Background: an optimization exercise with open tools, aiming at small area. Do not read the settings as production practice.
Only simulation tests tie the RTL to the original design; equivalence was not proved.
The clock port is modelled as an ideal driver; clocking choices that lean on that would not hold on a real chip.
Power figures rest on the tool's default switching activity, not on a simulated workload.

Design ula, start of the top module:
module ula (infra, CLK, rst, A0, A1, B0, B1, C0, C1, C2, signA, signB, signC);
input infra, CLK, rst;
output [6:0] A0, A1, B0, B1, C0, C1, C2;
output signA, signB, signC;
wire key_ok;
wire [7:0] key;
wire negC;
decoder hope (.clk(CLK), .rst(rst), .infra_vr(infra), .done(key_ok), .key(key));
all_in inst (.CLK(CLK), .rst(rst), .key_ok(key_ok), .key(key), .A0(A0), .A1(A1), .B0(B0), .B1(B1),
             .C0(C0), .C1(C1), .C2(C2), .signA(signA), .signB(signB), .negC(negC));
assign signC = ~negC;
endmodule
export LEC_CHECK = 0
export ABC_AREA = 1
export CAP_MARGIN = 20
export CORE_MARGIN = 2
export CORE_UTILIZATION = 70
export GPL_TIMING_DRIVEN = 0
export SLEW_MARGIN = 20
create_clock -name core_clock -period 200.0 [get_ports {CLK}]
standard.sh (not shown) runs the stock make flow with config.mk's settings and CLKGATE_MAP_FILE= SYNTH_SCRIPT=/design/flow/synth_recipe.tcl, a recipe that flattens the netlist after the stock synthesis.
==> flow/flow/run.sh <==
#!/bin/bash
# Own layout flow: the standard synthesis, then its combinational logic remapped for area
# with ABC (registers kept as they are, same names and cells), then the standard layout
# steps with plain buf_1 port buffers.
set -euo pipefail
W=$(pwd)
F=$W/flow
LIB=$FLOW_HOME/platforms/sky130hd/lib/sky130_fd_sc_hd__tt_025C_1v80.lib
YOSYS=$FLOW_HOME/../tools/install/yosys/bin/yosys
R=$W/orfs/results/sky130hd/ula/base

bash standard.sh synth > $W/std_synth.log 2>&1
cp $R/1_2_yosys.v $W/std_netlist.v

# remap the combinational logic with ABC: several seeds in parallel, then the smallest
# result that keeps the registers and is combinationally equivalent to the standard netlist
python3 $F/gen_models.py $LIB $W/std_netlist.v $W/models_in.v
DU=$(sed 's/^/-dont_use /' $F/dontuse.txt | tr '\n' ' ')
grep -oE "sky130_fd_sc_hd__\w*df\w* \S+" $W/std_netlist.v | sort > $W/regs_std.txt || true
python3 $F/cutff.py $W/std_netlist.v $W/eq_gold.v gold
echo "resynthesis not used" > $W/resyn_used.txt
CANDS="resyn_s1 resyn_s2 resyn_s3 resyn_s4 resyn_s5 resyn_s6 resyn_s7 resyn_s8 resyn_fallback"
n=0
for S in $CANDS; do
  cat > $W/$S.ys <<EOT
read_verilog $W/models_in.v
read_verilog $W/std_netlist.v
hierarchy -top $FLOW_TOP
flatten
opt_clean -purge
techmap
opt -fast
abc -script $F/$S.abc -liberty $LIB $DU
opt_clean -purge
hilomap -singleton -hicell sky130_fd_sc_hd__conb_1 HI -locell sky130_fd_sc_hd__conb_1 LO
opt_clean -purge
splitnets
opt_clean -purge
tee -o $W/$S.stat stat -liberty $LIB
write_verilog -noattr -noexpr -nohex -nodec $W/${S}_netlist.v
EOT
  ( $YOSYS -s $W/$S.ys > $W/$S.log 2>&1 || true ) &
  n=$((n + 1))
  if (( n % 4 == 0 )); then wait; fi
done
wait
for S in $CANDS; do
  a=$(grep -s "Chip area" $W/$S.stat | awk '{print $NF}')
  if [[ -n "$a" ]]; then echo "$a $S"; fi
done | sort -g > $W/resyn_areas.txt
for S in $(awk '{print $2}' $W/resyn_areas.txt); do
  grep -oE "sky130_fd_sc_hd__\w*df\w* \S+" $W/${S}_netlist.v | sort > $W/regs_$S.txt || true
  cmp -s $W/regs_std.txt $W/regs_$S.txt || continue
  cat $W/std_netlist.v $W/${S}_netlist.v > $W/both_$S.v
  python3 $F/gen_models.py $LIB $W/both_$S.v $W/models_eq_$S.v
  python3 $F/cutff.py $W/${S}_netlist.v $W/eq_gate_$S.v gate
  cat > $W/eq_$S.ys <<EOT
read_verilog $W/models_eq_$S.v
read_verilog $W/eq_gold.v
read_verilog $W/eq_gate_$S.v
flatten gold gate
select -set ports gold/i:* gold/o:* gate/i:* gate/o:*
rename -hide gold/w:* gate/w:* @ports %d
opt_clean -purge
equiv_make gold gate eq
hierarchy -top eq
equiv_simple
equiv_status -assert
EOT
  $YOSYS -s $W/eq_$S.ys > $W/eq_$S.log 2>&1 || continue
  echo "used $S: equivalent to the standard netlist" > $W/resyn_used.txt
  cp $W/${S}_netlist.v $R/1_2_yosys.v
  touch $R/1_2_yosys.v
  break
done

EXTRA=()
if [[ -f $F/cts_args.txt ]]; then EXTRA+=("CTS_ARGS=$(cat $F/cts_args.txt)"); fi
EXTRA+=("POST_CTS_TCL=$F/clk_downsize.tcl" "CLK_SLEW_TARGET=0.105")
bash standard.sh "BUFFER_PORTS_ARGS=-buffer_cell sky130_fd_sc_hd__buf_1" "${EXTRA[@]}" finish > $W/layout.log 2>&1
Other scripts of this flow, unchanged in this note and not shown: flow/flow/clk_downsize.tcl, flow/flow/cts_args.txt, flow/flow/cutff.py, flow/flow/dontuse.txt, flow/flow/gen_models.py, flow/flow/resyn_fallback.abc, flow/flow/resyn_s1.abc, flow/flow/resyn_s2.abc, flow/flow/resyn_s3.abc, flow/flow/resyn_s4.abc, flow/flow/resyn_s5.abc, flow/flow/resyn_s6.abc, flow/flow/resyn_s7.abc, flow/flow/resyn_s8.abc
Change:
GPL_TIMING_DRIVEN = unset   (was 0)
Result:
- non-clock buffer count is higher by 1
- total power came out lower by about 3%
- global-route usage climbs by 1.1 points
- worst hold slack barely changes
- utilization is lower by 0.66 points
- clock skew barely changes
- wire length rose by about 3%
- combinational power is about the same

---

== red ==
Another version of the RTL of ula (not shown whole).
Size in the first run: about 510 cells after synthesis, ~55 I/O pins, roughly 0.0040 mm^2 of cells after synthesis.
==> flow/design.v (excerpt) <==
module ula (infra, CLK, rst, A0, A1, B0, B1, C0, C1, C2, signA, signB, signC);
==> flow/config.mk <==
export PLATFORM = sky130hd
export DESIGN_NAME = ula
export DESIGN_NICKNAME = ula
export VERILOG_FILES = /design/flow/design.v
export SDC_FILE = /design/flow/constraint.sdc
export NUM_CORES = 4
export LEC_CHECK = 0
export ABC_AREA = 1
export CAP_MARGIN = 20
export CORE_MARGIN = 2
export CORE_UTILIZATION = 50
export CTS_BUF_LIST = sky130_fd_sc_hd__clkbuf_4 sky130_fd_sc_hd__clkbuf_8
export SLEW_MARGIN = 20
==> flow/constraint.sdc <==
create_clock -name core_clock -period 200.0 [get_ports {CLK}]
set_input_delay 40.0000 -clock core_clock [delete_from_list [all_inputs] [get_ports {CLK}]]
set_output_delay 40.0000 -clock core_clock [all_outputs]
set_load 0.01 [all_outputs]
==> flow/flow/run.sh <==
#!/bin/bash
# Own layout flow: the standard synthesis, then its combinational logic remapped for area
# with ABC (registers kept as they are, same names and cells), then the standard layout
# steps with plain buf_1 port buffers.
set -euo pipefail
W=$(pwd)
F=$W/flow
LIB=$FLOW_HOME/platforms/sky130hd/lib/sky130_fd_sc_hd__tt_025C_1v80.lib
YOSYS=$FLOW_HOME/../tools/install/yosys/bin/yosys
R=$W/orfs/results/sky130hd/ula/base

bash standard.sh synth > $W/std_synth.log 2>&1
cp $R/1_2_yosys.v $W/std_netlist.v

python3 $F/gen_models.py $LIB $W/std_netlist.v $W/models_in.v
DU=$(sed 's/^/-dont_use /' $F/dontuse.txt | tr '\n' ' ')
grep -oE "sky130_fd_sc_hd__\w*df\w* \S+" $W/std_netlist.v | sort > $W/regs_std.txt || true
python3 $F/cutff.py $W/std_netlist.v $W/eq_gold.v gold
echo "resynthesis not used" > $W/resyn_used.txt
for S in resyn resyn_fallback; do
  cat > $W/$S.ys <<EOT
read_verilog $W/models_in.v
read_verilog $W/std_netlist.v
hierarchy -top $FLOW_TOP
flatten
opt_clean -purge
techmap
opt -fast
abc -script $F/$S.abc -liberty $LIB $DU
opt_clean -purge
hilomap -singleton -hicell sky130_fd_sc_hd__conb_1 HI -locell sky130_fd_sc_hd__conb_1 LO
opt_clean -purge
splitnets
opt_clean -purge
stat -liberty $LIB
write_verilog -noattr -noexpr -nohex -nodec $W/${S}_netlist.v
EOT
  $YOSYS -s $W/$S.ys > $W/$S.log 2>&1 || continue
  grep -oE "sky130_fd_sc_hd__\w*df\w* \S+" $W/${S}_netlist.v | sort > $W/regs_$S.txt || true
  cmp -s $W/regs_std.txt $W/regs_$S.txt || continue
  cat $W/std_netlist.v $W/${S}_netlist.v > $W/both_$S.v
  python3 $F/gen_models.py $LIB $W/both_$S.v $W/models_eq_$S.v
  python3 $F/cutff.py $W/${S}_netlist.v $W/eq_gate_$S.v gate
  cat > $W/eq_$S.ys <<EOT
read_verilog $W/models_eq_$S.v
read_verilog $W/eq_gold.v
read_verilog $W/eq_gate_$S.v
flatten gold gate
select -set ports gold/i:* gold/o:* gate/i:* gate/o:*
rename -hide gold/w:* gate/w:* @ports %d
opt_clean -purge
equiv_make gold gate eq
hierarchy -top eq
equiv_simple
equiv_status -assert
EOT
  $YOSYS -s $W/eq_$S.ys > $W/eq_$S.log 2>&1 || continue
  echo "used $S: equivalent to the standard netlist" > $W/resyn_used.txt
  cp $W/${S}_netlist.v $R/1_2_yosys.v
  touch $R/1_2_yosys.v
  break
done

bash standard.sh "BUFFER_PORTS_ARGS=-buffer_cell sky130_fd_sc_hd__buf_1" finish > $W/layout.log 2>&1
==> flow/flow/resyn.abc <==
strash
&get -n
&fraig -x
&put
dc2
&get -n
&deepsyn -T 60
&put
&get -n
&dch -f
&nf -R 1000
&put
topo
==> flow/flow/resyn_fallback.abc <==
strash
&get -n
&fraig -x
&put
dc2
strash
&get -n
&dch -f
&nf -R 1000
&put
Other scripts of this flow, unchanged in this note and not shown: flow/flow/cutff.py, flow/flow/dontuse.txt, flow/flow/gen_models.py
#### Input delta (blue over red)
- CORE_UTILIZATION: 50 -> 40
- CTS_BUF_LIST: sky130_fd_sc_hd__clkbuf_4 sky130_fd_sc_hd__clkbuf_8 -> sky130_fd_sc_hd__clkbuf_4
-- flow/flow/run.sh --
<<< red, line 15
>>> blue, line 15
# remap the combinational logic
<<< red, line 17
grep -oE "sky130_fd_sc_hd__\w*df\w* \S+" $W/std_netlist.v | sort > $W/regs_std.txt || true
python3 $F/cutff.py $W/std_netlist.v $W/eq_gold.v gold
echo "resynthesis not used" > $W/resyn_used.txt
for S in resyn resyn_fallback; do
  cat > $W/$S.ys <<EOT
>>> blue, line 18
cat > $W/resyn.ys <<EOT
<<< red, line 29
abc -script $F/$S.abc -liberty $LIB $DU
>>> blue, line 26
abc -script $F/resyn.abc -liberty $LIB $DU
<<< red, line 36
write_verilog -noattr -noexpr -nohex -nodec $W/${S}_netlist.v
>>> blue, line 33
write_verilog -noattr -noexpr -nohex -nodec $W/resyn_netlist.v
<<< red, line 38
  $YOSYS -s $W/$S.ys > $W/$S.log 2>&1 || continue
  grep -oE "sky130_fd_sc_hd__\w*df\w* \S+" $W/${S}_netlist.v | sort > $W/regs_$S.txt || true
  cmp -s $W/regs_std.txt $W/regs_$S.txt || continue
  cat $W/std_netlist.v $W/${S}_netlist.v > $W/both_$S.v
  python3 $F/gen_models.py $LIB $W/both_$S.v $W/models_eq_$S.v
  python3 $F/cutff.py $W/${S}_netlist.v $W/eq_gate_$S.v gate
  cat > $W/eq_$S.ys <<EOT
read_verilog $W/models_eq_$S.v
>>> blue, line 35
$YOSYS -s $W/resyn.ys > $W/resyn.log 2>&1

# check: same registers, and combinationally equivalent to the standard netlist
ok=1
grep -oE "sky130_fd_sc_hd__\w*df\w* \S+" $W/std_netlist.v | sort > $W/regs_std.txt
grep -oE "sky130_fd_sc_hd__\w*df\w* \S+" $W/resyn_netlist.v | sort > $W/regs_resyn.txt
cmp -s $W/regs_std.txt $W/regs_resyn.txt || ok=0
if [[ $ok == 1 ]]; then
  cat $W/std_netlist.v $W/resyn_netlist.v > $W/both_netlists.v
  python3 $F/gen_models.py $LIB $W/both_netlists.v $W/models_eq.v
  python3 $F/cutff.py $W/std_netlist.v $W/eq_gold.v gold
  python3 $F/cutff.py $W/resyn_netlist.v $W/eq_gate.v gate
  cat > $W/eq.ys <<EOT
read_verilog $W/models_eq.v
<<< red, line 47
read_verilog $W/eq_gate_$S.v
>>> blue, line 50
read_verilog $W/eq_gate.v
<<< red, line 57
  $YOSYS -s $W/eq_$S.ys > $W/eq_$S.log 2>&1 || continue
  echo "used $S: equivalent to the standard netlist" > $W/resyn_used.txt
  cp $W/${S}_netlist.v $R/1_2_yosys.v
>>> blue, line 60
  $YOSYS -s $W/eq.ys > $W/eq.log 2>&1 || ok=0
fi
if [[ $ok == 1 ]]; then
  echo "resynthesis equivalent; using it" > $W/resyn_used.txt
  cp $W/resyn_netlist.v $R/1_2_yosys.v
<<< red, line 61
  break
done
>>> blue, line 66
else
  echo "resynthesis not used" > $W/resyn_used.txt
fi
==> flow/flow/resyn.abc <==
strash
&get -n
&fraig -x
&put
dc2
strash
&get -n
&dch -f
&nf -R 1000
&put
removed: flow/flow/resyn_fallback.abc
==> comparison <==
When blue is set beside red, its area growth from synthesis to layout turns out to be 0.97 points smaller.
Sort blue and red by share of post-route cells with drive strength above 1 asc -> top: blue
red → blue: number of inverters outside the clock class in the layout climbed 2, transition at the pin with the smallest max-transition slack lower.

==> re-timing with driven ports <==
No port has a modelled driver above. Below, the same layouts with a new extraction and two added sets of constraints. Step 1 assumes that a clkbuf_16 drives the clock port and a buf_2 every other input. Step 2 times the ports against the registers' clock, not the clock port: input delays grow and output delays shrink by t, the midpoint of the rising clock arrivals with the driver on. a / b / c = ideal / step 1 / step 2; a / b = the first two.
run	t (ns)	slack for setup (ns)	latest minus earliest clock arrival (ns)
the first run of note 1	0.430	153.424 / 153.396 / 153.827	0.027 / 0.027
the second run of note 1	0.431	153.164 / 153.137 / 153.568	0.036 / 0.036
red	0.373	152.789 / 152.757 / 153.130	0.013 / 0.012
blue	0.434	153.564 / 153.536 / 153.970	0.017 / 0.018
After both steps every run listed still meets setup and hold.
